Source: an optimization exercise on an open RTL-to-GDS flow (aim: small area and a short achievable clock period). Production flows keep margins and buffers that such runs may drop. In this exercise RTL edits were held to simulation tests only and were not proved equivalent to the original. Power figures rest on the tool's default switching activity, not on a simulated workload.

==> design/flow/flow/run.sh <==
#!/bin/bash
# Standard synthesis, then the standard layout steps with plain buffers on
# the ports and a larger setup repair margin, so that repair_timing works
# towards a shorter period than the clock's.
set -e
bash standard.sh synth > synth.log 2>&1
export SETUP_SLACK_MARGIN=${MARGIN:-7.8}
export BUFFER_PORTS_ARGS="-buffer_cell sky130_fd_sc_hd__buf_2"
bash standard.sh finish > layout.log 2>&1
==> design/flow/standard.sh <==
#!/bin/bash
# synth_recipe.tcl (not shown) runs the flow's synth.tcl, then flattens the netlist and writes it again
# the make line also repeats each setting of config.mk as NAME=value (left out here)
make -C /OpenROAD-flow-scripts/flow DESIGN_CONFIG=/design/flow/config.mk WORK_HOME=/design/flow/orfs CLKGATE_MAP_FILE= SYNTH_SCRIPT=/design/flow/synth_recipe.tcl "${@:-finish}"
==> design/flow/config.mk <==
export PLATFORM = sky130hd
export DESIGN_NAME = final_top
export DESIGN_NICKNAME = final_top
export VERILOG_FILES = /design/flow/design.v
export SDC_FILE = /design/flow/constraint.sdc
export NUM_CORES = 4
export LEC_CHECK = 0
export ABC_AREA = 1
export CAP_MARGIN = 40
export CORE_MARGIN = 2
export CORE_UTILIZATION = 60
export CTS_CLUSTER_DIAMETER = 80
export CTS_CLUSTER_SIZE = 24
export SLEW_MARGIN = 30
export SYNTH_HIERARCHICAL = 1
==> design/flow/constraint.sdc <==
create_clock -name core_clock -period 11.0 [get_ports {clk}]
set_input_delay 2.2000 -clock core_clock [delete_from_list [all_inputs] [get_ports {clk}]]
set_output_delay 2.2000 -clock core_clock [all_outputs]
set_load 0.01 [all_outputs]
==> design/flow/design.v <==
module final_top (clk,reset,data1,data2,data3,data4,data5,data6,data7,data8,data9,data10,data11,data12,data13,data14,data15,data16,wr1,wr2,wr3,wr4,wr5,wr6,wr7,wr8,wr9,wr10,wr11,wr12,wr13,wr14,wr15,wr16,datao1,datao2,datao3,datao4,datao5,datao6,datao7,datao8,datao9,datao10,datao11,datao12,datao13,datao14,datao15,datao16);
input clk, reset;
input [7:0] data1,data2,data3,data4,data5,data6,data7,data8,data9,data10,data11,data12,data13,data14,data15,data16;
input wr1,wr2,wr3,wr4,wr5,wr6,wr7,wr8,wr9,wr10,wr11,wr12,wr13,wr14,wr15,wr16;
output [7:0] datao1,datao2,datao3,datao4,datao5,datao6,datao7,datao8,datao9,datao10,datao11,datao12,datao13,datao14,datao15,datao16;
wire [127:0] din = {data16,data15,data14,data13,data12,data11,data10,data9,data8,data7,data6,data5,data4,data3,data2,data1};
wire [15:0] wrv = {wr16,wr15,wr14,wr13,wr12,wr11,wr10,wr9,wr8,wr7,wr6,wr5,wr4,wr3,wr2,wr1};
wire [127:0] dout;
assign datao1 = dout[7:0];
assign datao2 = dout[15:8];
assign datao3 = dout[23:16];
assign datao4 = dout[31:24];
assign datao5 = dout[39:32];
assign datao6 = dout[47:40];
assign datao7 = dout[55:48];
assign datao8 = dout[63:56];
assign datao9 = dout[71:64];
assign datao10 = dout[79:72];
assign datao11 = dout[87:80];
assign datao12 = dout[95:88];
assign datao13 = dout[103:96];
assign datao14 = dout[111:104];
assign datao15 = dout[119:112];
assign datao16 = dout[127:120];
reg [3:0] c;
always @(posedge clk or negedge reset)
  if (!reset) c <= 4'd0;
  else        c <= c + 4'd1;
wire [143:0] g;      
genvar j;
generate for (j = 0; j < 16; j = j + 1) begin : q
  reg  [7:0] e [0:6];
  reg  [2:0] n;
  reg        pop;
  wire [7:0] d  = din[8*j+7:8*j];
  wire       w  = wrv[j];
  wire [2:0] m  = n - {2'd0, pop};    
  wire [7:0] en [0:6];                
  genvar k;
  for (k = 0; k < 7; k = k + 1) begin : s
    wire ld = (m == k);
    wire sh = pop & ~ld;
    wire hd = ~pop & ~ld;
    wire [7:0] nx = (k == 6) ? d : e[(k + 1) % 7];
    assign en[k] = ({8{ld}} & d) | ({8{sh}} & nx) | ({8{hd}} & e[k]);
    always @(posedge clk)
      e[k] <= en[k];
  end
  wire       byp = (m == 3'd0);
  wire [7:0] hn  = en[0];             
  wire [3:0] want = c + 4'd1 - j;
  wire       mn  = (~byp | w) & (hn[3:0] == want);
  assign g[9*j+8:9*j] = {mn, hn};
  always @(posedge clk or negedge reset)
    if (!reset) begin
      n <= 3'd0; pop <= 1'b0;
    end else begin
      n   <= m + {2'd0, w};
      pop <= mn;
    end
end endgenerate
wire [79:0] z0, z1, z2, z3, z4;
genvar o;
generate for (o = 0; o < 16; o = o + 1) begin : r
  assign z0[5*o+4:5*o] = {g[9*((17 - o) % 16)+8:9*((17 - o) % 16)+4]};
  assign z1[5*o+4:5*o] = c[0] ? z0[5*((o + 15) % 16)+4:5*((o + 15) % 16)] : z0[5*o+4:5*o];
  assign z2[5*o+4:5*o] = c[1] ? z1[5*((o + 14) % 16)+4:5*((o + 14) % 16)] : z1[5*o+4:5*o];
  assign z3[5*o+4:5*o] = c[2] ? z2[5*((o + 12) % 16)+4:5*((o + 12) % 16)] : z2[5*o+4:5*o];
  assign z4[5*o+4:5*o] = c[3] ? z3[5*((o + 8) % 16)+4:5*((o + 8) % 16)] : z3[5*o+4:5*o];
  reg [3:0] hi;      
  always @(posedge clk or negedge reset)
    if (!reset) hi <= 4'd0;
    else        hi <= z4[5*o+3:5*o] & {4{z4[5*o+4]}};
  assign dout[8*o+7:8*o+4] = hi;
  genvar b;
  for (b = 0; b < 4; b = b + 1) begin : lo
    if (o & (1 << b)) begin : one
      obit f (.clk(clk), .reset(reset), .d(z4[5*o+4]), .q(dout[8*o+b]));
    end else begin : zero
      assign dout[8*o+b] = 1'b0;
    end
  end
end endgenerate
endmodule
module obit (clk, reset, d, q);
input clk, reset, d;
output q;
reg q;
always @(posedge clk or negedge reset)
  if (!reset) q <= 1'b0;
  else        q <= d;
endmodule
==> key figures, run 1 <==
Setup path
  • Delay-heaviest family, CP: flip-flops
  • Worst Setup End Kind: primary output
  • Register-to-Register Path Depth: 20
  • Buf/Inv on CP: 1
  • Crit Path Max Fanout: 1
  • Worst path depth: 1
  • Critical path arrival: around 1.3 ns
  • Max stage delay on crit path: roughly 0.48 ns
  • CP Cell Sequence: buf_2
  • Crit path launch type: flip-flop
  • Crit-path slowest cell: dfrtp_1
  • Critical path class: reg -> out
  • Worst endpoint required time: slightly below 9 ns

Synthesis
  • Synth Warn #: 24
  • Syn_area_per_cell: around 8.1 um2
  • Ranking of synthesized cells by area: dfxtp_1 39%, nand2_1 13%, dfrtp_1 8.9%
  • Yosys top cell area share: 0.388
  • FF+latch count, synth: between 1000 and 1500
  • Cell Area, Synth: ~0.046 mm2
  • Sequential fraction of the synthesis area: 0.477
  • Cell accounting for the most synthesized area: dfxtp_1
  • Netlist cell types: 35
  • Cells after Synth: roughly 5700

Global route
  • Gr usage total: 0.317
  • Vias in the first global route: approximately 37000
  • Grt ovf: 0
  • First-pass GRT wire length: between 200 and 250 mm
  • Pin count of the biggest net entering global routing: roughly 80
  • Initial antenna violation count: 9

Floorplanning
  • Starting Density: 0.607
  • Die area: slightly below 0.08 mm2
  • Die height: roughly 280 um
  • Die Span X: 282 um
  • Io pins: roughly 270
  • Core footprint: 0.0761 mm2
  • FP Rows: roughly 100

Run status
  • Status: no timing/DRC/antenna violations

Placement
  • GP Congestion: roughly 0.96
  • Port bufs: ~240
  • DP Cell Count: 6824
  • Pre-CTS setup slack: between 6 and 7 ns
  • Hpwl dp: 95.3 mm

Drt
  • Initial DRC Count: roughly 3500
  • Remaining antenna violation count: 0
  • DRC violations left: 0
  • Routed wire length: about 130 mm
  • WL per Instance: 18.6 um
  • Via density per instance: approximately 5.8
  • Via count: between 40000 and 50000
  • DRT Pass-1 Iters: 7

STA
  • Crit share post-route: 0.319
  • Setup TNS: 0 ns
  • Slew @ Worst Pin: 0.855 ns
  • Final Hold Fails: 0
  • Clock skew: a little over 0.04 ns
  • Final setup violating endpoints: 0
  • F_max: roughly 290 MHz
  • Fin crit period: ~3.5 ns
  • PnR worst setup slack: 7.49 ns
  • Rel. slew slack: 0.430
  • Final Max Slew Viols: 0
  • RSZ-0062 raised after global routing: true

Final layout
  • Nets@finish: just over 6000
  • Fraction of layout cells with a size suffix above 1: 0.156
  • Non-Filler Instances: slightly above 7000
  • Area Growth Syn to Fin: 13.5%
  • Fill count: between 6000 and 7000

Clocking
  • CTS clk-pin slew, worst paths: about 0.10 ns
  • Cts bufs inserted: between 50 and 60
  • CTS H-tree lvls: 2
  • Clock tree sinks: about 1100
  • CTS tree: yes
  • Hold Buf Count CTS: 0
  • Clk root buf: clkbuf_16
  • Insertion delay to the later sink of the worst-skew pair: around 0.67 ns
  • Clock Path Buffers: 3

Run
  • Max-cap violations: 0

Pwr
  • Peak supply drop: approximately 0.21 mV
  • Leak: between 20 and 25 nW
  • Pwr Density: roughly 320 mW/mm2

Hold path
  • Hold Path Cell Cnt: 2
  • Worst hold path type: reg -> reg
[cell type report]
class | instances | area, um2 | area share
Clock inverter | 10 | 95.1 | 0.00181
Inverter | 642 | 2430 | 0.0463
Tap cell | 1030 | 1290 | 0.0246
Sequential cell | 1060 | 22100 | 0.421
Multi-Input combinational cell | 3830 | 22200 | 0.424
Timing Repair Buffer | 391 | 2860 | 0.0546
Antenna cell | 2 | 5.00 | 0.0000954
Clock buffer | 77 | 1450 | 0.0276
[modules after synthesis, one instance, submodules excluded]
module / flip-flops and latches / cells inside
final_top: 1028 / 5660
obit: 1 / 1
[power breakdown]
group          internal, mW  total [mW]  switching, mW
clock network         0.931        2.20           1.27
logic                  2.88        8.19           5.31
registers              5.72        6.50          0.780
total                  9.53        16.9           7.36
[layer usage]
metal	vias to the layer above	part of all wire	global-route usage
li1	19900	-	-
met1	19300	0.44	0.422
met2	1143	0.47	0.522
met3	268	0.058	0.0476
met4	8	0.038	0.117
met5	-	0.00039	0
[stage by stage]
| stage | power (mW) | util | area, um2 | hold WS [ns] |
|---|---|---|---|---|
| global placement | 13.7 | 0.638 | 48500 | 0.444 |
| global route | 18.2 | 0.689 | 52400 | 0.494 |
| detailed placement | 13.9 | 0.639 | 48600 | 0.445 |
| floorplan | 11.9 | - | 46800 | 0.436 |
| CTS | 16.4 | 0.671 | 51000 | 0.467 |
| finish | 16.9 | 0.689 | 52400 | 0.464 |
[synthesized netlist by cell type]
| library cell | number |
|---|---|
| buf_4 | 42 |
| nor3_1 | 14 |
| nand3_1 | 581 |
| buf_2 | 29 |
| xnor2_4 | 1 |
| ha_1 | 70 |
| o21bai_1 | 4 |
| o221ai_1 | 296 |
| or2_2 | 8 |
| mux2i_1 | 113 |
| o21ai_0 | 150 |
| dfxtp_1 | 896 |
| inv_2 | 36 |
| buf_1 | 34 |
| conb_1 | 1 |
| nor2_4 | 1 |
| o211ai_1 | 402 |
| nand3_2 | 70 |
| buf_6 | 7 |
| nor2_1 | 183 |
| nor2_2 | 94 |
| inv_1 | 586 |
| nand2_1 | 1634 |
| xor2_1 | 16 |
| buf_8 | 1 |
| nand4_1 | 80 |
| nand2_4 | 17 |
| clkinv_1 | 20 |
| xor2_4 | 1 |
| dfrtp_1 | 164 |
| xnor2_1 | 1 |
| clkbuf_1 | 83 |
| a21oi_1 | 36 |
| nand3_4 | 1 |
| nand2_2 | 20 |
[flip-flops by register name, indices dropped and copies added, names as in the netlist]
register      flops
c                 4
q.e             896
q.n              48
q.pop            16
r.hi             64
r.lo.one.f.q     32
[cell families (layout without fill, tap and decap cells)]
| logic type | count (synthesis) | in the layout | share of synthesized area |
|---|---|---|---|
| XOR/XNOR | 19 | 19 | 0.00441 |
| other | 1 | 34 | 0.0000811 |
| buffers and inverters | 838 | 1120 | 0.0736 |
| adder cells (fa/ha/maj) | 70 | 70 | 0.0190 |
| multiplexers | 113 | 113 | 0.0245 |
| flip-flops | 1060 | 1060 | 0.477 |
| AO/OA/AOI/OAI | 888 | 888 | 0.142 |
| AND/OR/NAND/NOR | 2703 | 2708 | 0.259 |
[placed cells by master (no fill, tap or decap), drive strengths merged, types with 113 or more instances in the layout]
master and n:
nand3 657, dfrtp 164, nand2 1671, dfxtp 896
o221ai 296, nor2 278, buf 387, o211ai 402
inv 623, o21ai 150, mux2i 113
[worst paths after layout]
path	from	to	slack [ns]
min reg2reg	q[2].e[4][1]$_DFF_P_	q[2].e[3][1]$_DFF_P_	0.46
max	r[0].hi[0]$_DFF_PN0_	datao1[4]	7.49
max reg2reg	c[2]$_DFF_PN0_	r[7].hi[3]$_DFF_PN0_	7.88
min	q[2].e[4][1]$_DFF_P_	q[2].e[3][1]$_DFF_P_	0.46
max in group asynchronous	reset	c[2]$_DFF_PN0_	8.51
min in group asynchronous	reset	q[5].n[1]$_DFF_PN0_	1.47
[timing repair]
item,in CTS,in global routing
gates cloned,0,6
hold endpoints to repair,0,0
gates resized for setup,107,194
endpoints found under the setup margin,196,192
pin swaps,53,88
setup buffers,63,58
==> run 2, diff against run 1 <==
--- a/design/flow/flow/run.sh
+++ b/design/flow/flow/run.sh
@@ -4,6 +4,6 @@
 # towards a shorter period than the clock's.
 set -e
 bash standard.sh synth > synth.log 2>&1
-export SETUP_SLACK_MARGIN=${MARGIN:-7.8}
+export SETUP_SLACK_MARGIN=${MARGIN:-8.1}
 export BUFFER_PORTS_ARGS="-buffer_cell sky130_fd_sc_hd__buf_2"
 bash standard.sh finish > layout.log 2>&1
==> key figures, run 2 <==
Setup path
  • CP Cell Sequence: buf_2
  • Register-to-Register Path Depth: 17
  • Crit-path slowest cell: dfrtp_1
  • Crit. Startpoint: r[11].lo[0].one.f.q$_DFF_PN0_
  • Worst Setup End Kind: primary output
  • R2R setup slack: between 7 and 8 ns
  • Buf/Inv on CP: 1
  • Critical path class: reg -> out
  • Delay-heaviest family, CP: flip-flops
  • Critical Path End: datao12[0]
  • R2R Path Start: q[2].pop$_DFF_PN0_
  • Crit Path Max Fanout: 1
  • End of the worst register-to-register path: r[14].hi[0]$_DFF_PN0_
  • Crit path launch type: flip-flop
  • Worst path depth: 1
  • Worst endpoint required time: 8.80 ns
  • Max stage delay on crit path: around 0.47 ns
  • Critical path arrival: 1.30 ns

Placement
  • GP Congestion: 0.953
  • Pre-CTS setup slack: 6.69 ns
  • Hpwl dp: between 90 and 100 mm
  • Port bufs: ~240

Clocking
  • CTS clk-pin slew, worst paths: 0.10 ns
  • Clk root buf: clkbuf_16
  • Hold Buf Count CTS: 0
  • CTS H-tree lvls: 2
  • Cts bufs inserted: about 50
  • Clock Path Buffers: 3
  • Insertion delay to the later sink of the worst-skew pair: between 0.6 and 0.7 ns
  • Clock tree sinks: about 1100
  • CTS tree: yes

Synthesis
  • Syn_area_per_cell: 8.12 um2
  • Top FF cell, synth: dfxtp_1
  • Top-count cell post-synth: nand2_1
  • Cells after Synth: ~5700
  • Asr flop ratio synth: 0.155
  • Sequential fraction of the synthesis area: 0.477
  • Ranking of synthesized cells by area: dfxtp_1 39%, nand2_1 13%, dfrtp_1 8.9%
  • FF+latch count, synth: 1060
  • Netlist cell types: 35
  • Cell accounting for the most synthesized area: dfxtp_1
  • Cell Area, Synth: approximately 0.046 mm2
  • Yosys top cell area share: 0.388
  • Synth cell count leaders: 1634 x nand2_1, 896 x dfxtp_1, 586 x inv_1
  • Synth Warn #: 24
  • Post-synth EDFFs: 0

Global route
  • Pin count of the biggest net entering global routing: 90
  • Gr usage total: 0.321
  • Grt ovf: 0
  • First-pass GRT wire length: 205 mm
  • Initial antenna violation count: 4
  • Vias in the first global route: 37800

Pwr
  • Leak: ~24 nW
  • Switch share: 0.436
  • Logic gate share of total power: 0.506
  • Sw power: ~7.7 mW
  • Peak supply drop: slightly below 0.2 mV
  • Pwr Density: between 300 and 400 mW/mm2
  • Pint: approximately 10 mW
  • Seq pwr share: 0.369
  • Clk pwr share: 0.124

STA
  • F_max: approximately 290 MHz
  • RSZ-0062 raised after global routing: true
  • Final Hold Fails: 0
  • Final Max Slew Viols: 0
  • Crit share post-route: 0.318
  • Final setup violating endpoints: 0
  • Fin crit period: 3.50 ns
  • Slew @ Worst Pin: roughly 0.94 ns
  • Rel. slew slack: 0.372
  • Setup TNS: 0 ns
  • PnR worst setup slack: between 7 and 8 ns
  • Clock skew: 0.0317 ns

Final layout
  • Nets@finish: approximately 6300
  • Commonest non-fill, non-tap cells in the layout: 1504 x nand2_1, 896 x dfxtp_1, 537 x inv_1
  • Most common cell after layout, fill and taps aside: nand2_1
  • Largest Register: q.e
  • Largest register FFs: approximately 900
  • Fraction of layout cells with a size suffix above 1: 0.201
  • Area Growth Syn to Fin: 18.3%
  • Largest regs: q.e (896), r.hi (64), q.n (48)

Drt
  • Via count: slightly above 40000
  • DRT Pass-1 Iters: 8
  • DRC violations left: 0
  • Initial DRC Count: about 3300
  • Remaining antenna violation count: 0
  • Routed wire length: around 130 mm
  • Via density per instance: 5.78
  • WL per Instance: between 15 and 20 um

Hold path
  • Worst hold path type: reg -> reg

Floorplanning
  • Starting Density: 0.607
  • Die area: ~0.079 mm2
  • Die Span X: roughly 280 um
  • Die height: between 200 and 300 um
  • Io pins: roughly 270
  • FP Rows: roughly 100
  • Core footprint: 0.0761 mm2

Run
  • Max-cap violations: 0

Run status
  • Status: no timing/DRC/antenna violations
-- run 2: cell counts after synthesis --
No cell type changed its count.
-- run 2: kinds of logic after synthesis --
logic type               share of synthesized area
other                                    0.0000811
multiplexers                                0.0245
adder cells (fa/ha/maj)                     0.0190
flip-flops                                   0.477
buffers and inverters                       0.0736
AO/OA/AOI/OAI                                0.142
AND/OR/NAND/NOR                              0.259
XOR/XNOR                                   0.00441
-- run 2: worst min path at each step --
| stage | startpoint | end | slack (ns) | depth (start not counted) |
|---|---|---|---|---|
| finish | q[14].e[4][6]$_DFF_P_ | q[14].e[3][6]$_DFF_P_ | 0.47 | 2 |
| global route | q[4].e[4][5]$_DFF_P_ | q[4].e[3][5]$_DFF_P_ | 0.48 | 2 |
| CTS | q[4].e[4][5]$_DFF_P_ | q[4].e[3][5]$_DFF_P_ | 0.47 | 2 |
| detailed placement | q[6].e[4][6]$_DFF_P_ | q[6].e[3][6]$_DFF_P_ | 0.45 | 2 |
| global placement | q[4].e[4][6]$_DFF_P_ | q[4].e[3][6]$_DFF_P_ | 0.44 | 2 |
| floorplan | q[0].e[4][0]$_DFF_P_ | q[0].e[3][0]$_DFF_P_ | 0.44 | 2 |
-- run 2: stage by stage --
stage / utilization / instance area (um2) / power [mW] / instances / hold slack [ns]
6_report: 0.719 / 54700 / 17.6 / 7107 / 0.466
4_1_cts: 0.690 / 52500 / 16.8 / 7013 / 0.470
2_1_floorplan: - / 46900 / 11.9 / 5723 / 0.436
3_5_place_dp: 0.639 / 48600 / 14.0 / 6820 / 0.447
5_1_grt: 0.719 / 54700 / 18.9 / 7107 / 0.481
3_3_place_gp: 0.638 / 48600 / 13.8 / 6818 / 0.442
-- run 2: per-module statistics from Yosys, one instance, submodules excluded --
module,flip-flops and latches,cell area (um2),times used
obit,1,25.0,32
final_top,1028,45400,1
-- run 2: metal layers --
metal	GRT usage	up-vias	wire [um]
met5	0	-	0
met4	0.127	0	5620
met3	0.0688	331	10800
li1	-	20000	-
met2	0.520	1344	61900
met1	0.419	19400	55700
-- run 2: power by group through the flow --
stage	clock, mW	combinational (mW)	sequential [mW]
after global placement	0	7.23	6.53
after CTS	2.22	8.09	6.49
after global routing	2.36	9.87	6.68
after detailed placement	0	7.41	6.55
final	2.19	8.92	6.51
after floorplan	0	5.60	6.35
-- run 2: repair_timing --
action                                  4_1_cts  5_1_grt
endpoints found under the setup margin      255      204
pin swaps                                   189      182
gates cloned                                  3        7
resized for setup                           365      355
setup buffers                               108       85
-- run 2: final cells by class --
type                    instances  area [um2]
inverters                     642        2470
clock inverters                 6        71.3
multi-input cells            3828       23500
clock buffers                  76        1440
fillers                      6197       21400
well taps                    1030        1290
repair buffers                463        3800
diodes                          2        5.00
flip-flops and latches       1060       22100
==> run 3, diff against run 2 <==
--- a/design/flow/flow/run.sh
+++ b/design/flow/flow/run.sh
@@ -4,6 +4,6 @@
 # towards a shorter period than the clock's.
 set -e
 bash standard.sh synth > synth.log 2>&1
-export SETUP_SLACK_MARGIN=${MARGIN:-8.1}
+export SETUP_SLACK_MARGIN=${MARGIN:-7.5}
 export BUFFER_PORTS_ARGS="-buffer_cell sky130_fd_sc_hd__buf_2"
 bash standard.sh finish > layout.log 2>&1
==> key figures, run 3 <==
Drt
  • Met1 WL: approximately 55 mm
  • Initial DRC Count: ~3400
  • DRT Pass-1 Iters: 6
  • Highest metal used: met5
  • Metal3 WL: 9.34 mm
  • Met2 routed WL: around 61 mm
  • WL per Instance: about 19 um
  • DRC violations left: 0
  • Via density per instance: 5.76
  • Routed wire length: ~130 mm
  • Via count: 40000
  • Remaining antenna violation count: 0

Floorplanning
  • Starting Density: 0.607
  • FP Rows: 101
  • Die height: 282 um
  • Die area: between 0.07 and 0.08 mm2
  • Core footprint: 0.0761 mm2
  • Die Span X: between 200 and 300 um
  • Io pins: ~270

Hold path
  • Hold Path Origin: q[2].e[4][2]$_DFF_P_
  • Worst hold path type: reg -> reg
  • Hold Path Cell Cnt: 2
  • Worst hold endpoint: q[2].e[3][2]$_DFF_P_

Final layout
  • Nets@finish: 6106
  • Commonest non-fill, non-tap cells in the layout: 1633 x nand2_1, 896 x dfxtp_1, 582 x inv_1
  • Reg area: 0.0221 mm2
  • Fill count: approximately 6800
  • Largest register FFs: 896
  • Largest regs: q.e (896), r.hi (64), q.n (48)
  • Area of the multi-input gates: around 0.021 mm2
  • Largest Register: q.e
  • Fraction of layout cells with a size suffix above 1: 0.109
  • Area Growth Syn to Fin: 8.54%
  • Most common cell after layout, fill and taps aside: nand2_1

STA
  • Fin crit period: between 3 and 4 ns
  • Clock skew: around 0.036 ns
  • Final setup violating endpoints: 0
  • Final Max Slew Viols: 0
  • Slew @ Worst Pin: 0.788 ns
  • F_max: 284 MHz
  • Final Hold Fails: 0
  • Rel. slew slack: 0.472
  • Crit share post-route: 0.320
  • RSZ-0062 raised after global routing: true
  • Setup TNS: 0 ns
  • PnR worst setup slack: 7.48 ns

Pwr
  • Sw power: ~7 mW
  • Logic gate share of total power: 0.463
  • Pwr Density: about 320 mW/mm2
  • Clk pwr share: 0.134
  • Switch share: 0.437
  • Pint: around 9.1 mW
  • Peak supply drop: about 0.20 mV
  • Leak: ~23 nW
  • Seq pwr share: 0.403

Global route
  • Gr usage total: 0.319
  • Initial antenna violation count: 6
  • First-pass GRT wire length: just over 200 mm
  • Grt ovf: 0
  • Pin count of the biggest net entering global routing: ~80
  • Vias in the first global route: ~37000

Synthesis
  • Sequential fraction of the synthesis area: 0.477
  • Post-synth EDFFs: 0
  • Cells after Synth: 5692
  • Synth cell count leaders: 1634 x nand2_1, 896 x dfxtp_1, 586 x inv_1
  • Yosys top cell area share: 0.388
  • Cell Area, Synth: ~0.046 mm2
  • Top FF cell, synth: dfxtp_1
  • Netlist cell types: 35
  • FF+latch count, synth: roughly 1100
  • Top-count cell post-synth: nand2_1
  • Asr flop ratio synth: 0.155
  • Cell accounting for the most synthesized area: dfxtp_1
  • Ranking of synthesized cells by area: dfxtp_1 39%, nand2_1 13%, dfrtp_1 8.9%
  • Syn_area_per_cell: between 8 and 9 um2
  • Synth Warn #: 24

Clocking
  • CTS clk-pin slew, worst paths: 0.10 ns
  • Cts bufs inserted: 51
  • CTS H-tree lvls: 2
  • Insertion delay to the later sink of the worst-skew pair: 0.66 ns
  • Clk root buf: clkbuf_16
  • CTS tree: yes
  • Hold Buf Count CTS: 0
  • Clock tree sinks: 1060
  • Clock Path Buffers: 3

Setup path
  • Crit-path slowest cell: dfrtp_1
  • Buf/Inv on CP: 1
  • Delay-heaviest family, CP: flip-flops
  • Critical path class: reg -> out
  • End of the worst register-to-register path: r[13].lo[2].one.f.q$_DFF_PN0_
  • R2R setup slack: 7.62 ns
  • Crit Path Max Fanout: 1
  • Critical path arrival: 1.32 ns
  • Max stage delay on crit path: 0.48 ns
  • CP Cell Sequence: buf_2
  • Register-to-Register Path Depth: 19
  • Worst endpoint required time: roughly 8.8 ns
  • Worst Setup End Kind: primary output
  • Worst path depth: 1
  • Crit path launch type: flip-flop
  • R2R Path Start: c[2]$_DFF_PN0_

Run status
  • Status: no timing/DRC/antenna violations

Placement
  • Hpwl dp: between 90 and 100 mm
  • Port bufs: 241
  • GP Congestion: 0.933
  • Pre-CTS setup slack: 6.69 ns

Run
  • Max-cap violations: 0
-- run 3: cell families (layout without fill, tap and decap cells) --
group	after synthesis	after routing	synth area share
flops	1060	1060	0.477
xor+xnor	19	19	0.00441
fa+ha+maj	70	70	0.0190
compound gates	888	888	0.142
other cells	1	33	0.0000811
buf+inv	838	1038	0.0736
mux	113	113	0.0245
simple gates	2703	2703	0.259
-- run 3: worst reg2reg max path, cell delays in order, from the launching register on --
cell	delay (ns)
dfrtp_4	0.57
buf_12	0.22
inv_4	0.16
buf_16	0.18
nand2_1	0.11
nand2_4	0.16
ha_1	0.21
inv_1	0.08
a21oi_1	0.17
inv_1	0.06
nand2_1	0.07
nand2_2	0.13
o21bai_1	0.21
nor2_2	0.07
nand4_1	0.21
nand3_1	0.20
nand3_2	0.14
nand3_2	0.10
nand2_4	0.15
inv_2	0.06
-- run 3: timing repair --
item,4_1_cts,5_1_grt
setup endpoints to repair,101,101
pin swaps,2,23
endpoints found under the hold margin,0,0
cloned,1,1
buffers inserted,12,27
resized for setup,19,34
-- run 3: per-module statistics from Yosys (local to each module, per instance) --
module / times used / cells / cell area, um2 / flip-flops and latches
final_top: 1 / 5660 / 45400 / 1028
obit: 32 / 1 / 25.0 / 1
-- run 3: how the worst max path moves through the flow --
stage                             startpoint                       endpoint  slack [ns]
2_1_floorplan                            wr3  r[13].lo[0].one.f.q$_DFF_PN0_        7.71
6_report       r[11].lo[1].one.f.q$_DFF_PN0_                     datao12[1]        7.48
4_1_cts                            data15[4]           r[7].hi[0]$_DFF_PN0_        7.50
3_3_place_gp                  c[2]$_DFF_PN0_          r[15].hi[3]$_DFF_PN0_        6.73
3_5_place_dp                  c[2]$_DFF_PN0_          r[11].hi[0]$_DFF_PN0_        6.69
5_1_grt                   q[6].pop$_DFF_PN0_          r[13].hi[2]$_DFF_PN0_        7.46
-- run 3: routing by layer --
layer  up-vias  global-route usage
met5         -                   0
met4         2              0.0971
met3       224              0.0561
met2      1155               0.530
met1     18900               0.423
li1      19700                   -
-- run 3: layout make-up --
cell class,count,area share
sequential,1060,0.440
multi-input combinational,3825,0.418
inverter,642,0.0483
timing repair buffer,310,0.0384
clock buffer,83,0.0289
tap,1030,0.0257
clock inverter,3,0.000798
antenna,1,0.0000499
-- run 3: through the flow --
step                      utilization  cells  area [um2]  power, mW  hold WS, ns
after floorplan                     -   5723       46300       11.8        0.436
after global placement          0.631   6819       48000       13.6        0.443
after detailed placement        0.632   6821       48100       13.8        0.447
after CTS                       0.654   6920       49700       16.0        0.472
after global routing            0.659   6953       50200       17.5        0.491
final                           0.659   6954       50200       16.2        0.467
-- run 3: power by group through the flow --
stage | logic [mW] | clock network [mW] | registers [mW]
3_5_place_dp | 7.27 | 0 | 6.57
6_report | 7.50 | 2.18 | 6.52
5_1_grt | 8.44 | 2.34 | 6.68
2_1_floorplan | 5.48 | 0 | 6.35
4_1_cts | 7.31 | 2.21 | 6.50
3_3_place_gp | 7.08 | 0 | 6.55
==> run 4, diff against run 3 <==
--- a/design/flow/design.v
+++ b/design/flow/design.v
@@ -38,7 +38,7 @@
   wire [7:0] en [0:6];                
   genvar k;
   for (k = 0; k < 7; k = k + 1) begin : s
-    wire ld = (m == k);
+    wire ld = (m <= k);
     wire sh = pop & ~ld;
     wire hd = ~pop & ~ld;
     wire [7:0] nx = (k == 6) ? d : e[(k + 1) % 7];
==> key figures, run 4 <==
Clocking
  • CTS clk-pin slew, worst paths: 0.09 ns
  • Cts bufs inserted: 52
  • Clock tree sinks: 1060
  • CTS tree: yes
  • Clk root buf: clkbuf_16
  • Hold Buf Count CTS: 0
  • CTS H-tree lvls: 2
  • Insertion delay to the later sink of the worst-skew pair: between 0.6 and 0.7 ns
  • Clock Path Buffers: 3

Final layout
  • Non-Filler Instances: a little over 7000
  • Nets@finish: 6318
  • Fraction of layout cells with a size suffix above 1: 0.0918
  • Largest regs: q.e (896), r.hi (64), q.n (48)
  • Largest Register: q.e
  • Most common cell after layout, fill and taps aside: nand2_1
  • Area Growth Syn to Fin: 8.76%
  • Fill count: 6706
  • Largest register FFs: 896
  • Commonest non-fill, non-tap cells in the layout: 2016 x nand2_1, 896 x dfxtp_1, 737 x nand3_1

Synthesis
  • Post-synth EDFFs: 0
  • FF+latch count, synth: ~1100
  • Top-count cell post-synth: nand2_1
  • Cells after Synth: approximately 6000
  • Cell Area, Synth: 0.0454 mm2
  • Ranking of synthesized cells by area: dfxtp_1 39%, nand2_1 17%, dfrtp_1 9.0%
  • Cell accounting for the most synthesized area: dfxtp_1
  • Syn_area_per_cell: around 7.7 um2
  • Synth cell count leaders: 2031 x nand2_1, 896 x dfxtp_1, 746 x nand3_1
  • Netlist cell types: 36
  • Top FF cell, synth: dfxtp_1
  • Synth Warn #: 24
  • Sequential fraction of the synthesis area: 0.485
  • Asr flop ratio synth: 0.155
  • Yosys top cell area share: 0.395

Drt
  • DRT Pass-1 Iters: 6
  • WL per Instance: approximately 18 um
  • Remaining antenna violation count: 0
  • Routed wire length: roughly 130 mm
  • Via count: slightly above 40000
  • Initial DRC Count: 3618
  • Via density per instance: about 5.7
  • DRC violations left: 0

Pwr
  • Leak: 22.8 nW
  • Overall power: ~16 mW
  • Pwr Density: 323 mW/mm2
  • Peak supply drop: 0.179 mV

Global route
  • Pin count of the biggest net entering global routing: 82
  • Gr usage total: 0.323
  • Initial antenna violation count: 12
  • First-pass GRT wire length: just over 200 mm
  • Grt ovf: 0
  • Vias in the first global route: 37300

Floorplanning
  • Io pins: 274
  • Starting Density: 0.608
  • FP Rows: 100
  • Die Span X: between 200 and 300 um
  • Die height: between 200 and 300 um
  • Die area: slightly below 0.08 mm2
  • Core footprint: 0.0747 mm2

Run
  • Max-cap violations: 0

STA
  • Slew @ Worst Pin: just under 0.9 ns
  • Final Hold Fails: 0
  • Setup TNS: 0 ns
  • Rel. slew slack: 0.417
  • Final Max Slew Viols: 0
  • Fin crit period: 3.51 ns
  • RSZ-0062 raised after global routing: false
  • F_max: 285 MHz
  • Crit share post-route: 0.319
  • Clock skew: 0.0297 ns
  • Final setup violating endpoints: 0
  • PnR worst setup slack: about 7.5 ns

Placement
  • GP Congestion: about 0.96
  • Pre-CTS setup slack: 6.70 ns
  • Hpwl dp: approximately 96 mm
  • DP Cell Count: about 7000
  • Port bufs: around 240

Setup path
  • Crit path launch type: flip-flop
  • Crit Path Max Fanout: 1
  • Max stage delay on crit path: approximately 0.48 ns
  • Crit-path slowest cell: dfrtp_1
  • Critical path class: reg -> out
  • CP Cell Sequence: buf_2
  • Worst Setup End Kind: primary output
  • Delay-heaviest family, CP: flip-flops
  • Buf/Inv on CP: 1
  • Critical path arrival: around 1.3 ns
  • Worst endpoint required time: about 9 ns

Run status
  • Status: no timing/DRC/antenna violations

Hold path
  • Worst hold path type: reg -> reg
[run 4: cell count changes after synthesis, moves of 29 or more]
cell	change
nand3_2	-29
o21ai_0	-141
a21oi_1	+77
nand2_1	+397
nor2_2	-77
nand3_1	+165
mux2i_1	-56
o221ai_1	-219
nor2_1	+248
inv_1	-159
[run 4: worst paths after layout]
path | endpoint | depth (start not counted) | slack, ns | start
max | datao8[7] | 1 | 7.49 | r[7].hi[3]$_DFF_PN0_
min | q[8].e[4][1]$_DFF_P_ | 2 | 0.46 | q[8].e[5][1]$_DFF_P_
max reg2reg | r[3].lo[0].one.f.q$_DFF_PN0_ | 18 | 7.64 | c[1]$_DFF_PN0_
min reg2reg | q[8].e[4][1]$_DFF_P_ | 2 | 0.46 | q[8].e[5][1]$_DFF_P_
max in group asynchronous | q[9].pop$_DFF_PN0_ | 3 | 8.50 | reset
min in group asynchronous | q[15].n[0]$_DFF_PN0_ | 1 | 1.48 | reset
[run 4: cells by family after synthesis]
group,share of synthesized area
AND/OR/NAND/NOR,0.316
flip-flops,0.485
buffers and inverters,0.0575
AO/OA/AOI/OAI,0.101
multiplexers,0.0163
adder cells (fa/ha/maj),0.0193
XOR/XNOR,0.00510
other,0.0000826
[run 4: metrics by stage]
| step | hold slack [ns] | utilization | cell area, um2 |
|---|---|---|---|
| after floorplan | 0.425 | - | 45500 |
| after global placement | 0.434 | 0.632 | 47200 |
| after detailed placement | 0.439 | 0.634 | 47300 |
| after CTS | 0.462 | 0.656 | 49000 |
| after global routing | 0.481 | 0.661 | 49400 |
| final | 0.461 | 0.661 | 49400 |
[run 4: metal layers]
metal | GRT usage | share of wire | vias up | wire length, um
met1 | 0.452 | 0.45 | 18800 | 58300
met3 | 0.0589 | 0.072 | 244 | 9240
met2 | 0.494 | 0.43 | 1278 | 55400
met4 | 0.125 | 0.040 | 14 | 5080
li1 | - | - | 20000 | -
met5 | 0.00688 | 0.0012 | - | 156
[run 4: what timing repair did]
item / 4_1_cts / 5_1_grt
cloned: 1 / 0
buffers inserted: 7 / 15
endpoints found under the hold margin: 0 / 0
resized for setup: 21 / 77
setup endpoints to repair: 97 / 127
pin swaps: 2 / 24
[run 4: per-module statistics from Yosys, one instance, submodules excluded]
module     cells inside  cell area (um2)  times used
final_top          5862            44600           1
obit                  1             25.0          32
[run 4: area by class of cell]
class,count,area [um2],share of cell area
Multi-Input combinational cell,4229,21100,0.427
Antenna cell,4,10.0,0.000203
Tap cell,969,1210,0.0245
Clock buffer,78,1430,0.0290
Sequential cell,1060,22100,0.447
Clock inverter,8,76.3,0.00155
Inverter,474,1790,0.0361
Timing Repair Buffer,285,1700,0.0343
[run 4: power by group]
group	switching (mW)	internal [mW]
logic	4.79	2.27
registers	0.936	5.76
clock network	1.26	0.918
==> run 5, diff against run 4 <==
--- a/design/flow/config.mk
+++ b/design/flow/config.mk
@@ -10,6 +10,6 @@
 export CORE_MARGIN = 2
 export CORE_UTILIZATION = 60
 export CTS_CLUSTER_DIAMETER = 80
-export CTS_CLUSTER_SIZE = 24
+export CTS_CLUSTER_SIZE = 28
 export SLEW_MARGIN = 30
 export SYNTH_HIERARCHICAL = 1
==> key figures, run 5 <==
Synthesis
  • Compound-Gate Fraction of Synth Area: 0.101
  • Synth cell count leaders: 2031 x nand2_1, 896 x dfxtp_1, 746 x nand3_1
  • Top-count cell post-synth: nand2_1
  • Synth Warn #: 24
  • Ranking of synthesized cells by area: dfxtp_1 39%, nand2_1 17%, dfrtp_1 9.0%
  • Largest family of logic cells by synthesized area: simple AND/OR/NAND/NOR gates
  • XOR/XNOR Fraction of Synth Area: 0.00510
  • Top FF cell, synth: dfxtp_1
  • Asr flop ratio synth: 0.155
  • Cell accounting for the most synthesized area: dfxtp_1
  • Synth Area in Adders: 0.0193
  • Mux share of post-synthesis cell area: 0.0163
  • Cell Area, Synth: between 0.04 and 0.05 mm2
  • Syn_area_per_cell: 7.71 um2
  • FF+latch count, synth: 1060
  • Cells after Synth: between 5000 and 6000
  • Post-synth EDFFs: 0
  • Netlist cell types: 36
  • Yosys top cell area share: 0.395
  • Simple-Gate Fraction of Synth Area: 0.316
  • Sequential fraction of the synthesis area: 0.485

STA
  • Rel. slew slack: 0.424
  • F_max: between 200 and 300 MHz
  • Crit share post-route: 0.318
  • RSZ-0062 raised after global routing: true
  • Fin crit period: around 3.5 ns
  • Slew @ Worst Pin: just under 0.9 ns
  • Setup TNS: 0 ns
  • Clock skew: around 0.023 ns
  • Hold slack: 0.464 ns
  • Final Hold Fails: 0
  • Final setup violating endpoints: 0
  • Final Max Slew Viols: 0
  • PnR worst setup slack: around 7.5 ns

Global route
  • First-pass GRT wire length: about 200 mm
  • Gr usage total: 0.322
  • Initial antenna violation count: 10
  • Grt ovf: 0
  • Vias in the first global route: 37200
  • Pin count of the biggest net entering global routing: slightly above 80

Setup path
  • Delay-heaviest family, CP: flip-flops
  • CP Cell Sequence: buf_2
  • Critical path class: reg -> out
  • Crit-path slowest cell: dfrtp_1
  • Max stage delay on crit path: 0.48 ns
  • Critical path arrival: 1.30 ns
  • Buf/Inv on CP: 1
  • Worst Setup End Kind: primary output
  • Worst endpoint required time: around 8.8 ns
  • Crit path launch type: flip-flop
  • Crit Path Max Fanout: 1

Clocking
  • CTS clk-pin slew, worst paths: approximately 0.11 ns
  • Clock tree sinks: approximately 1100
  • Clk root buf: clkbuf_16
  • Cts bufs inserted: 47
  • Clock Path Buffers: 3
  • Insertion delay to the later sink of the worst-skew pair: approximately 0.64 ns
  • CTS tree: yes
  • Hold Buf Count CTS: 0
  • CTS H-tree lvls: 2

Floorplanning
  • Core footprint: 0.0747 mm2
  • Die area: slightly below 0.08 mm2
  • FP Rows: 100
  • Die height: 279 um
  • Starting Density: 0.608
  • Io pins: about 270
  • Die Span X: between 200 and 300 um

Final layout
  • Largest regs: q.e (896), r.hi (64), q.n (48)
  • Fill count: about 6700
  • Area Growth Syn to Fin: 8.71%
  • Largest register FFs: around 900
  • Most common cell after layout, fill and taps aside: nand2_1
  • Fraction of layout cells with a size suffix above 1: 0.0928
  • Util after Layout: 0.661
  • Final Cell Area: roughly 0.049 mm2
  • Nets@finish: 6307
  • Non-Filler Instances: roughly 7100
  • Largest Register: q.e
  • Commonest non-fill, non-tap cells in the layout: 2019 x nand2_1, 896 x dfxtp_1, 736 x nand3_1

Run status
  • Status: no timing/DRC/antenna violations

Drt
  • DRC violations left: 0
  • Via density per instance: about 5.7
  • Routed wire length: between 100 and 150 mm
  • Via count: just over 40000
  • Initial DRC Count: between 3000 and 4000
  • DRT Pass-1 Iters: 6
  • WL per Instance: between 15 and 20 um
  • Remaining antenna violation count: 0

Placement
  • Port bufs: about 240
  • Hpwl dp: just under 100 mm
  • DP Cell Count: approximately 7000
  • Pre-CTS setup slack: roughly 6.7 ns
  • Post-place instance area: between 0.04 and 0.05 mm2
  • GP Congestion: between 0.9 and 1

Run
  • Max-cap violations: 0

Hold path
  • Worst hold path type: reg -> reg

Pwr
  • Logic gate share of total power: 0.443
  • Sw power: around 7 mW
  • Seq pwr share: 0.420
  • Clk pwr share: 0.136
  • Overall power: 15.9 mW
  • Pwr Density: 323 mW/mm2
  • Pint: about 8.9 mW
  • Switch share: 0.439
  • Peak supply drop: ~0.18 mV
  • Leak: ~23 nW
[run 5: worst paths after layout]
path	start	endpoint	slack, ns	cells past startpoint
min	q[13].e[6][3]$_DFF_P_	q[13].e[5][3]$_DFF_P_	0.46	2
max reg2reg	c[2]$_DFF_PN0_	r[14].hi[2]$_DFF_PN0_	7.60	16
max in group asynchronous	reset	q[9].pop$_DFF_PN0_	8.51	3
min in group asynchronous	reset	q[15].n[0]$_DFF_PN0_	1.48	1
max	r[7].hi[3]$_DFF_PN0_	datao8[7]	7.50	1
min reg2reg	q[13].e[6][3]$_DFF_P_	q[13].e[5][3]$_DFF_P_	0.46	2
[run 5: per-module statistics from Yosys, one instance, submodules excluded]
module | area, um2 | flip-flops and latches
final_top | 44600 | 1028
obit | 25.0 | 1
[run 5: cells by family (layout without fill, tap and decap cells)]
logic type	after synthesis	count (layout)
DFF	1060	1060
AOI/OAI and AO/OA	633	633
other	1	36
muxes	72	72
adders and majority gates	70	70
buffers and inverters	636	834
and+or+nand+nor	3399	3399
xor gates and xnor gates	23	23
[run 5: layout make-up]
| type | instances | area [um2] | area share |
|---|---|---|---|
| antenna | 4 | 10.0 | 0.000203 |
| clock buffer | 69 | 1340 | 0.0272 |
| clock inverter | 12 | 151 | 0.00307 |
| inverter | 474 | 1790 | 0.0362 |
| multi-input combinational | 4229 | 21100 | 0.428 |
| sequential | 1060 | 22100 | 0.447 |
| tap | 969 | 1210 | 0.0246 |
| timing repair buffer | 279 | 1670 | 0.0338 |
[run 5: metal layers]
metal,vias up,GRT usage,part of all wire
met3,232,0.0511,0.070
met2,1307,0.499,0.44
met5,-,0,0.00050
met4,10,0.111,0.038
li1,19900,-,-
met1,18800,0.458,0.46
[run 5: repair_timing]
action                                 CTS  global route
endpoints found under the hold margin    0             0
setup endpoints to repair               96           129
cloned                                   1             0
pin swaps                                2            23
resized for setup                       22            84
setup buffers                            7             9
[run 5: power by group through the flow]
stage	Combinational (mW)	Sequential [mW]	Clock, mW
after floorplan	5.09	6.47	0
after global placement	6.68	6.72	0
after detailed placement	6.85	6.73	0
after CTS	6.89	6.67	2.20
after global routing	7.98	6.89	2.34
final	7.07	6.70	2.17
==> run 6, diff against run 5 <==
--- a/design/flow/config.mk
+++ b/design/flow/config.mk
@@ -10,6 +10,7 @@
 export CORE_MARGIN = 2
 export CORE_UTILIZATION = 60
 export CTS_CLUSTER_DIAMETER = 80
-export CTS_CLUSTER_SIZE = 28
+export CTS_CLUSTER_SIZE = 24
+export PLACE_DENSITY = 0.72
 export SLEW_MARGIN = 30
 export SYNTH_HIERARCHICAL = 1
==> key figures, run 6 <==
Run status
  • Status: no timing/DRC/antenna violations

Synthesis
  • Syn_area_per_cell: approximately 7.7 um2
  • Cell accounting for the most synthesized area: dfxtp_1
  • Synth cell count leaders: 2031 x nand2_1, 896 x dfxtp_1, 746 x nand3_1
  • FF+latch count, synth: approximately 1100
  • Sequential fraction of the synthesis area: 0.485
  • Yosys top cell area share: 0.395
  • Netlist cell types: 36
  • Ranking of synthesized cells by area: dfxtp_1 39%, nand2_1 17%, dfrtp_1 9.0%
  • Asr flop ratio synth: 0.155
  • Top-count cell post-synth: nand2_1
  • Top FF cell, synth: dfxtp_1
  • Synth Warn #: 24
  • Cells after Synth: just under 6000
  • Cell Area, Synth: around 0.045 mm2
  • Post-synth EDFFs: 0

STA
  • Rel. slew slack: 0.402
  • RSZ-0062 raised after global routing: true
  • F_max: 287 MHz
  • Slew @ Worst Pin: approximately 0.9 ns
  • Final Hold Fails: 0
  • Crit share post-route: 0.316
  • Clock skew: 0.0261 ns
  • Final setup violating endpoints: 0
  • Fin crit period: around 3.5 ns
  • Final Max Slew Viols: 0
  • Setup TNS: 0 ns

Drt
  • Routed wire length: 128 mm
  • Met2 routed WL: 57.6 mm
  • Via count: around 40000
  • Metal3 WL: 9.38 mm
  • Initial DRC Count: approximately 3900
  • DRC violations left: 0
  • Met1 WL: between 50 and 60 mm
  • Remaining antenna violation count: 0
  • WL per Instance: ~18 um
  • Via density per instance: 5.68
  • Highest metal used: met5
  • DRT Pass-1 Iters: 6

Global route
  • Initial antenna violation count: 8
  • Grt ovf: 0
  • Vias in the first global route: 37200
  • Pin count of the biggest net entering global routing: 87
  • First-pass GRT wire length: 202 mm
  • Gr usage total: 0.321

Placement
  • GP Congestion: ~0.93
  • Port bufs: roughly 240
  • DP Cell Count: ~7000
  • Post-place instance area: between 0.04 and 0.05 mm2
  • Hpwl dp: 96.1 mm

Setup path
  • Critical path arrival: 1.28 ns
  • End of the worst register-to-register path: r[8].hi[3]$_DFF_PN0_
  • Crit-path slowest cell: dfrtp_1
  • Buf/Inv on CP: 1
  • Crit path launch type: flip-flop
  • R2R setup slack: between 7 and 8 ns
  • Delay-heaviest family, CP: flip-flops
  • Register-to-Register Path Depth: 18
  • Worst Setup End Kind: primary output
  • CP Cell Sequence: buf_2
  • Worst endpoint required time: between 8 and 9 ns
  • Max stage delay on crit path: 0.46 ns
  • Crit Path Max Fanout: 1
  • Critical path class: reg -> out
  • R2R Path Start: c[1]$_DFF_PN0_

Pwr
  • Overall power: 15.9 mW
  • Leak: approximately 23 nW
  • Pwr Density: about 320 mW/mm2
  • Peak supply drop: around 0.22 mV

Final layout
  • Non-Filler Instances: roughly 7100
  • Largest register FFs: ~900
  • Commonest non-fill, non-tap cells in the layout: 2017 x nand2_1, 896 x dfxtp_1, 731 x nand3_1
  • Final Cell Area: approximately 0.05 mm2
  • Fraction of layout cells with a size suffix above 1: 0.0956
  • Largest regs: q.e (896), r.hi (64), q.n (48)
  • Largest Register: q.e
  • Util after Layout: 0.663
  • Most common cell after layout, fill and taps aside: nand2_1
  • Area Growth Syn to Fin: 9.01%
  • Nets@finish: between 6000 and 7000

Clocking
  • Clock tree sinks: about 1100
  • Clk root buf: clkbuf_16
  • CTS clk-pin slew, worst paths: about 0.090 ns
  • Insertion delay to the later sink of the worst-skew pair: 0.64 ns
  • Clock Path Buffers: 3
  • CTS tree: yes
  • Cts bufs inserted: 52
  • CTS H-tree lvls: 2
  • Hold Buf Count CTS: 0

Run
  • Max-cap violations: 0

Hold path
  • Hold Path Cell Cnt: 2
  • Worst hold path type: reg -> reg
  • Worst hold endpoint: q[13].e[5][7]$_DFF_P_
  • Hold Path Origin: q[13].e[6][7]$_DFF_P_

Floorplanning
  • Io pins: 274
  • Die Span X: 279 um
  • Die height: 279 um
  • Starting Density: 0.608
  • Core footprint: 0.0747 mm2
  • FP Rows: 100
  • Die area: just under 0.08 mm2
run 6: cell counts after synthesis:
No cell type changed its count.
run 6: cell families after synthesis:
group                      share of synthesized area
and+or+nand+nor                                0.316
DFF                                            0.485
buffers and inverters                         0.0575
AOI/OAI and AO/OA                              0.101
muxes                                         0.0163
adders and majority gates                     0.0193
xor gates and xnor gates                     0.00510
other                                      0.0000826
run 6: power by group:
part	switching [mW]	total, mW	internal [mW]
Sequential	0.940	6.70	5.76
Combinational	4.77	7.04	2.27
Clock	1.26	2.20	0.942
Total	6.98	15.9	8.97
run 6: metrics by stage:
stage / worst slack, ns / hold WS [ns]
2_1_floorplan: 7.60 / 0.425
3_3_place_gp: 6.72 / 0.431
3_5_place_dp: 6.68 / 0.440
4_1_cts: 7.50 / 0.462
5_1_grt: 7.48 / 0.479
6_report: 7.52 / 0.461
run 6: per-module statistics from Yosys, one instance, submodules excluded:
module / flip-flops and latches / area, um2
obit: 1 / 25.0
final_top: 1028 / 44600
run 6: how the worst max path moves through the flow:
stage	slack [ns]	from	cells past startpoint	to
2_1_floorplan	7.60	data15[1]	13	r[1].hi[0]$_DFF_PN0_
3_3_place_gp	6.72	data5[0]	14	r[13].lo[0].one.f.q$_DFF_PN0_
3_5_place_dp	6.68	data5[0]	14	r[15].lo[1].one.f.q$_DFF_PN0_
4_1_cts	7.50	q[0].pop$_DFF_PN0_	17	r[15].lo[0].one.f.q$_DFF_PN0_
5_1_grt	7.48	c[1]$_DFF_PN0_	20	r[6].hi[0]$_DFF_PN0_
6_report	7.52	r[12].hi[0]$_DFF_PN0_	1	datao13[4]
run 6: cell type report:
| class | count | area [um2] |
|---|---|---|
| Antenna cell | 3 | 7.51 |
| Clock buffer | 78 | 1470 |
| Clock inverter | 9 | 78.8 |
| Fill cell | 6752 | 25200 |
| Inverter | 474 | 1790 |
| Multi-Input combinational cell | 4229 | 21100 |
| Sequential cell | 1060 | 22100 |
| Tap cell | 969 | 1210 |
| Timing Repair Buffer | 289 | 1750 |
run 6: per-layer routing:
layer,vias up,global-route usage
met1,18900,0.446
li1,20000,-
met4,8,0.110
met5,-,0
met3,233,0.0438
met2,1309,0.516
run 6: repair_timing:
item / CTS / global route
endpoints found under the setup margin: 104 / 114
gates resized for setup: 27 / 84
cloned: 1 / 0
buffers inserted: 13 / 12
pin swaps: 9 / 27
==> run 7, diff against run 6 <==
--- a/design/flow/config.mk
+++ b/design/flow/config.mk
@@ -11,6 +11,6 @@
 export CORE_UTILIZATION = 60
 export CTS_CLUSTER_DIAMETER = 80
 export CTS_CLUSTER_SIZE = 24
-export PLACE_DENSITY = 0.72
+export GPL_TIMING_DRIVEN = 0
 export SLEW_MARGIN = 30
 export SYNTH_HIERARCHICAL = 1
==> key figures, run 7 <==
Synthesis
  • Top-count cell post-synth: nand2_1
  • Sequential fraction of the synthesis area: 0.485
  • Synth cell count leaders: 2031 x nand2_1, 896 x dfxtp_1, 746 x nand3_1
  • Cell Area, Synth: 0.0454 mm2
  • Ranking of synthesized cells by area: dfxtp_1 39%, nand2_1 17%, dfrtp_1 9.0%
  • Asr flop ratio synth: 0.155
  • Top FF cell, synth: dfxtp_1
  • Synth Warn #: 24
  • Cell accounting for the most synthesized area: dfxtp_1
  • Cells after Synth: between 5000 and 6000
  • Yosys top cell area share: 0.395
  • Syn_area_per_cell: around 7.7 um2
  • FF+latch count, synth: between 1000 and 1500
  • Netlist cell types: 36
  • Post-synth EDFFs: 0

Setup path
  • CP Cell Sequence: buf_2, nand3_1, nand3_1, nand2_1, nand2_1, nor2_1, nand4_1, nand3_1, nand3_1, nand3_2, nand2_4, nor2_4
  • Worst endpoint required time: approximately 12 ns
  • Crit Path Max Fanout: 5
  • Max stage delay on crit path: ~0.38 ns
  • Critical path class: in -> reg
  • Delay-heaviest family, CP: simple AND/OR/NAND/NOR gates
  • Most used cell, CP: nand3_1
  • Buf/Inv on CP: 1
  • R2R setup slack: approximately 7.5 ns
  • Critical path arrival: 4.07 ns
  • Crit path launch type: input pin
  • Crit-path slowest cell: nand4_1
  • Worst Setup End Kind: flip-flop

STA
  • RSZ-0062 raised after global routing: true
  • Setup TNS: 0 ns
  • F_max: 286 MHz
  • Crit share post-route: 0.318
  • Final Max Slew Viols: 0
  • Hold slack: between 0.4 and 0.5 ns
  • Clock skew: between 0.03 and 0.04 ns
  • Fin crit period: ~3.5 ns
  • Final setup violating endpoints: 0
  • Rel. slew slack: 0.349
  • PnR worst setup slack: 7.51 ns
  • Final Hold Fails: 0
  • Slew @ Worst Pin: 0.977 ns

Placement
  • Pre-CTS setup slack: 6.51 ns
  • GP Congestion: 1.01
  • Post-place instance area: between 0.04 and 0.05 mm2
  • Port bufs: ~240
  • Hpwl dp: around 100 mm

Pwr
  • Leak: 23.3 nW
  • Peak supply drop: roughly 0.22 mV
  • Pwr Density: approximately 320 mW/mm2

Global route
  • Gr usage total: 0.346
  • First-pass GRT wire length: 214 mm
  • Pin count of the biggest net entering global routing: 70
  • Initial antenna violation count: 10
  • Grt ovf: 0
  • Vias in the first global route: 38600

Drt
  • Via density per instance: ~5.7
  • Initial DRC Count: between 3000 and 4000
  • Remaining antenna violation count: 0
  • WL per Instance: 18.9 um
  • Via count: 41700
  • Routed wire length: 138 mm
  • DRC violations left: 0
  • DRT Pass-1 Iters: 6

Run status
  • Status: no timing/DRC/antenna violations

Clocking
  • Hold Buf Count CTS: 0
  • Insertion delay to the later sink of the worst-skew pair: 0.66 ns
  • CTS H-tree lvls: 2
  • Cts bufs inserted: slightly above 50
  • Clock Path Buffers: 3
  • CTS tree: yes
  • CTS clk-pin slew, worst paths: around 0.10 ns
  • Clock tree sinks: ~1100
  • Clk root buf: clkbuf_16

Floorplanning
  • Die area: about 0.08 mm2
  • Die height: approximately 280 um
  • FP Rows: 100
  • Core footprint: approximately 0.075 mm2
  • Starting Density: 0.608
  • Die Span X: 279 um
  • Io pins: ~270

Final layout
  • Largest register FFs: roughly 900
  • Util after Layout: 0.673
  • Largest Register: q.e
  • Largest regs: q.e (896), r.hi (64), q.n (48)
  • Most common cell after layout, fill and taps aside: nand2_1
  • Nets@finish: 6478
  • Area Growth Syn to Fin: 10.6%
  • Fill count: between 6000 and 7000
  • Fraction of layout cells with a size suffix above 1: 0.0984
  • Commonest non-fill, non-tap cells in the layout: 2019 x nand2_1, 896 x dfxtp_1, 730 x nand3_1
  • Final Cell Area: 0.0502 mm2

Hold path
  • Worst hold path type: reg -> reg

Run
  • Max-cap violations: 0
## run 7: cell count changes in the layout (fill, tap and decap cells not counted), moves of 9 or more
cell,change
buf_1,+25
buf_2,+30
buf_4,+35
clkbuf_1,+75
dfrtp_1,+25
dfrtp_2,-23
inv_1,+9
nand2_2,-14
nand2_4,+12
## run 7: final timing paths
kind                                      start                      endpoint  cells past startpoint
setup / recovery                       data8[0]         r[11].hi[2]$_DFF_PN0_                     12
hold reg to reg            q[4].e[4][2]$_DFF_P_          q[4].e[3][2]$_DFF_P_                      2
setup reg to reg                 c[1]$_DFF_PN0_         r[11].hi[2]$_DFF_PN0_                     13
max in group asynchronous                 reset  r[6].lo[2].one.f.q$_DFF_PN0_                      2
min in group asynchronous                 reset           q[13].pop$_DFF_PN0_                      1
hold / removal             q[4].e[4][2]$_DFF_P_          q[4].e[3][2]$_DFF_P_                      2
## run 7: repair_timing
item / CTS / global route
buffers inserted: 8 / 24
setup endpoints to repair: 96 / 97
pin swaps: 11 / 35
gates resized for setup: 34 / 64
## run 7: kinds of logic (layout without fill, tap and decap cells)
family | count (synthesis) | count (layout) | synth area share
and+or+nand+nor | 3399 | 3399 | 0.316
DFF | 1060 | 1060 | 0.485
buffers and inverters | 636 | 1012 | 0.0575
AOI/OAI and AO/OA | 633 | 633 | 0.101
muxes | 72 | 72 | 0.0163
adders and majority gates | 70 | 70 | 0.0193
xor gates and xnor gates | 23 | 23 | 0.00510
other | 1 | 36 | 0.0000826
## run 7: worst min-delay path, delay by kind of cell, from the launching register on
family,cells,cell delay (ns)
simple gates,1,0.05
compound gates,1,0.05
flops,1,0.33
## run 7: power breakdown
group | internal (mW) | total (mW) | switching (mW) | leakage, nW
combinational | 2.39 | 7.36 | 4.97 | 12.9
sequential | 5.76 | 6.63 | 0.869 | 9.70
clock | 0.912 | 2.17 | 1.25 | 0.724
## run 7: metrics by stage
step           cells  power, mW
2_1_floorplan   5925       11.6
3_3_place_gp    7135       13.5
3_5_place_dp    7142       13.7
4_1_cts         7242       15.9
5_1_grt         7273       17.4
6_report        7274       16.2
## run 7: routing by layer
metal  up-vias  global-route usage  wire, um
li1      20300                   -         -
met1     19500               0.462     58400
met2      1524               0.543     60400
met3       334              0.0730     11800
met4        10               0.152      6900
met5         -                   0        67
## run 7: area by class of cell
class	instances	area (um2)	area share
sequential	1060	22000	0.439
clock buffer	86	1440	0.0286
multi-input combinational	4229	21300	0.423
inverter	474	1780	0.0355
clock inverter	6	75.1	0.00149
buffer	162	847	0.0169
antenna	4	10.0	0.000199
timing repair buffer	284	1590	0.0315
tap	969	1210	0.0241
## run 7: Yosys stat by module (local to each module, per instance)
module     cells inside  flops+latches  area, um2
obit                  1              1       25.0
final_top          5862           1028      44600
==> run 8, diff against run 7 <==
--- a/design/flow/flow/run.sh
+++ b/design/flow/flow/run.sh
@@ -4,6 +4,6 @@
 # towards a shorter period than the clock's.
 set -e
 bash standard.sh synth > synth.log 2>&1
-export SETUP_SLACK_MARGIN=${MARGIN:-7.5}
+export SETUP_SLACK_MARGIN=${MARGIN:-7.3}
 export BUFFER_PORTS_ARGS="-buffer_cell sky130_fd_sc_hd__buf_2"
 bash standard.sh finish > layout.log 2>&1
--- a/design/flow/config.mk
+++ b/design/flow/config.mk
@@ -11,6 +11,5 @@
 export CORE_UTILIZATION = 60
 export CTS_CLUSTER_DIAMETER = 80
 export CTS_CLUSTER_SIZE = 24
-export GPL_TIMING_DRIVEN = 0
 export SLEW_MARGIN = 30
 export SYNTH_HIERARCHICAL = 1
==> key figures, run 8 <==
Run status
  • Status: no timing/DRC/antenna violations

Setup path
  • Register-to-Register Path Depth: 16
  • Worst endpoint required time: roughly 12 ns
  • Critical path arrival: between 4 and 5 ns
  • R2R setup slack: ~7.4 ns
  • Max stage delay on crit path: 0.52 ns
  • CP Cell Sequence: buf_16, ha_2, inv_1, nand2_1, nand2_2, ha_2, inv_1, nand4_1, nand2_1, nor2_1, nand4_1, nand3_1, nand3_1, nand3_1, nand2_2, inv_1
  • Crit Path Max Fanout: 40
  • R2R Path Start: c[1]$_DFF_PN0_
  • End of the worst register-to-register path: r[15].lo[2].one.f.q$_DFF_PN0_
  • Crit-path slowest cell: ha_2
  • Crit path launch type: flip-flop
  • Worst Setup End Kind: flip-flop
  • Critical path class: reg -> reg

Synthesis
  • Yosys top cell area share: 0.395
  • Sequential fraction of the synthesis area: 0.485
  • Synth cell count leaders: 2031 x nand2_1, 896 x dfxtp_1, 746 x nand3_1
  • Top FF cell, synth: dfxtp_1
  • Cell Area, Synth: about 0.045 mm2
  • Cell accounting for the most synthesized area: dfxtp_1
  • Post-synth EDFFs: 0
  • Syn_area_per_cell: between 7 and 8 um2
  • Cells after Synth: around 6000
  • FF+latch count, synth: around 1100
  • Ranking of synthesized cells by area: dfxtp_1 39%, nand2_1 17%, dfrtp_1 9.0%
  • Netlist cell types: 36
  • Asr flop ratio synth: 0.155
  • Top-count cell post-synth: nand2_1
  • Synth Warn #: 24

Clocking
  • Clk root buf: clkbuf_16
  • CTS H-tree lvls: 2
  • Cts bufs inserted: 52
  • Clock tree sinks: around 1100
  • Insertion delay to the later sink of the worst-skew pair: ~0.64 ns
  • Clock Path Buffers: 3
  • Hold Buf Count CTS: 0
  • CTS clk-pin slew, worst paths: approximately 0.10 ns
  • CTS tree: yes

Placement
  • GP Congestion: between 0.9 and 1
  • Port bufs: about 240
  • Hpwl dp: between 90 and 100 mm

Drt
  • Initial DRC Count: 3576
  • Via count: 40300
  • Routed wire length: 128 mm
  • Via density per instance: between 5 and 6
  • Remaining antenna violation count: 0
  • WL per Instance: ~18 um
  • DRT Pass-1 Iters: 8
  • DRC violations left: 0

Floorplanning
  • Die Span X: 279 um
  • Starting Density: 0.608
  • Die height: approximately 280 um
  • FP Rows: 100
  • Io pins: around 270
  • Core footprint: 0.0747 mm2
  • Die area: 0.0779 mm2

Global route
  • First-pass GRT wire length: between 200 and 250 mm
  • Vias in the first global route: around 37000
  • Grt ovf: 0
  • Pin count of the biggest net entering global routing: 82
  • Initial antenna violation count: 11
  • Gr usage total: 0.322

Final layout
  • Largest regs: q.e (896), r.hi (64), q.n (48)
  • Nets@finish: about 6300
  • Fill count: 6734
  • Commonest non-fill, non-tap cells in the layout: 2025 x nand2_1, 896 x dfxtp_1, 745 x nand3_1
  • Most common cell after layout, fill and taps aside: nand2_1
  • Fraction of layout cells with a size suffix above 1: 0.0825
  • Area Growth Syn to Fin: 8.19%
  • Largest register FFs: between 800 and 900
  • Largest Register: q.e
  • Util after Layout: 0.658

STA
  • Final setup violating endpoints: 0
  • Fin crit period: 3.59 ns
  • Rel. slew slack: 0.423
  • Final Hold Fails: 0
  • F_max: between 200 and 300 MHz
  • Setup TNS: 0 ns
  • Final Max Slew Viols: 0
  • Slew @ Worst Pin: between 0.8 and 0.9 ns
  • Crit share post-route: 0.326
  • RSZ-0062 raised after global routing: false
  • Clock skew: around 0.027 ns

Hold path
  • Worst hold path type: reg -> reg
  • Hold Path Origin: q[3].e[4][6]$_DFF_P_
  • Worst hold endpoint: q[3].e[4][6]$_DFF_P_
  • Hold Path Cell Cnt: 2

Pwr
  • Peak supply drop: ~0.18 mV
  • Pwr Density: approximately 320 mW/mm2
  • Leak: approximately 23 nW

Run
  • Max-cap violations: 0
[run 8: cell counts after synthesis]
Identical to the previous run, type by type.
[run 8: stage by stage]
stage | std cells | instance area (um2) | total power, mW | setup slack [ns] | hold slack [ns]
after floorplan | 5925 | 45500 | 11.6 | 7.60 | 0.425
after CTS | 7082 | 48900 | 15.8 | 7.31 | 0.462
final | 7096 | 49100 | 15.9 | 7.41 | 0.461
after global routing | 7096 | 49100 | 17.1 | 7.30 | 0.481
after detailed placement | 6993 | 47300 | 13.6 | 6.70 | 0.439
after global placement | 6986 | 47200 | 13.4 | 6.68 | 0.434
[run 8: worst max-delay path: cells and delay by family, from the launching register on]
family / cells / cell delay (ns)
adder cells (fa/ha/maj): 2 / 0.75
flip-flops: 1 / 0.47
AND/OR/NAND/NOR: 10 / 1.58
buffers and inverters: 4 / 0.67
[run 8: per-module statistics from Yosys (local to each module, per instance)]
module     flip-flops and latches  copies in the design  area [um2]  cells
obit                            1                    32        25.0      1
final_top                    1028                     1       44600   5862
[run 8: timing repair]
item,in CTS,in global routing
buffers inserted,3,9
endpoints found under the hold margin,0,0
setup endpoints to repair,96,96
pin swaps,0,6
resized for setup,11,28
gates cloned,0,1
[run 8: worst max-delay path by stage]
| stage | start | endpoint | slack [ns] | depth (start not counted) |
|---|---|---|---|---|
| after floorplan | data15[1] | r[1].hi[0]$_DFF_PN0_ | 7.60 | 13 |
| after global placement | data14[1] | r[14].hi[3]$_DFF_PN0_ | 6.68 | 13 |
| after detailed placement | data14[1] | r[14].lo[2].one.f.q$_DFF_PN0_ | 6.70 | 13 |
| after CTS | c[1]$_DFF_PN0_ | r[14].lo[3].one.f.q$_DFF_PN0_ | 7.31 | 17 |
| after global routing | c[2]$_DFF_PN0_ | r[4].hi[3]$_DFF_PN0_ | 7.30 | 16 |
| final | c[1]$_DFF_PN0_ | r[15].lo[2].one.f.q$_DFF_PN0_ | 7.41 | 16 |
[run 8: logic make-up after synthesis]
| kind of cell | Yosys count | synth area share |
|---|---|---|
| AND/OR/NAND/NOR | 3399 | 0.316 |
| flip-flops | 1060 | 0.485 |
| buffers and inverters | 636 | 0.0575 |
| AO/OA/AOI/OAI | 633 | 0.101 |
| multiplexers | 72 | 0.0163 |
| adder cells (fa/ha/maj) | 70 | 0.0193 |
| XOR/XNOR | 23 | 0.00510 |
| other | 1 | 0.0000826 |
[run 8: area by class of cell]
cell class,count,area (um2),area share
diodes,3,7.51,0.000153
clock buffers,78,1430,0.0291
clock inverters,8,76.3,0.00155
inverters,474,1790,0.0363
multi-input cells,4229,20900,0.426
flip-flops and latches,1060,22100,0.449
well taps,969,1210,0.0247
repair buffers,275,1630,0.0331
[run 8: power by group]
part / internal (mW) / switching (mW) / total, mW / leakage [nW]
logic: 2.23 / 4.75 / 6.98 / 12.3
registers: 5.76 / 0.935 / 6.70 / 9.69
clock network: 0.918 / 1.25 / 2.17 / 0.732
[run 8: metal layers]
| metal | routed length [um] | part of all wire | vias up | track usage |
|---|---|---|---|---|
| met1 | 57900 | 0.45 | 18800 | 0.452 |
| li1 | - | - | 20000 | - |
| met4 | 4940 | 0.039 | 14 | 0.125 |
| met2 | 55300 | 0.43 | 1304 | 0.493 |
| met3 | 9410 | 0.074 | 231 | 0.0565 |
| met5 | 154 | 0.0012 | - | 0.00688 |

## re-timing with driven ports
How much do the figures lean on ideal ports? The routed layouts below were timed once more, with nothing changed but the port constraints. Step 1 sets driving cells, clkbuf_16 on the clock port and buf_2 on the other inputs (assumed; they add their load-dependent delay and slew). Step 2 moves the port delays by t, midway between the first and last clock arrival at a register: inputs arrive t later, outputs are due t later. That takes back most of the time a late clock gives input paths. a / b / c = ideal ports / drivers / drivers and shift; a / b = the first two.
run	t, ns	setup WS [ns]	worst setup path at the end	latest minus earliest clock arrival (ns)	worst slew at a driven data input, ns
run 1	0.720	7.494 / 7.422 / 7.099	input to register	0.043 / 0.043	0.08
run 2	0.708	7.503 / 7.432 / 7.095	input to register	0.034 / 0.035	0.09
run 3	0.714	7.484 / 7.414 / 6.874	input to register	0.036 / 0.037	0.09
run 4	0.700	7.490 / 7.419 / 6.921	input to register	0.030 / 0.030	0.09
run 5	0.704	7.501 / 7.430 / 6.890	input to register	0.023 / 0.023	0.09
run 6	0.699	7.521 / 7.452 / 6.907	input to register	0.026 / 0.026	0.08
run 7	0.714	7.507 / 7.459 / 6.845	input to register	0.040 / 0.039	0.11
run 8	0.699	7.415 / 7.405 / 6.771	input to register	0.027 / 0.027	0.09
After both steps setup and hold are still met in every run listed. For run 7, which loses most, drivers alone change the setup slack by -0.048 ns; drivers and shift together by -0.662 ns.
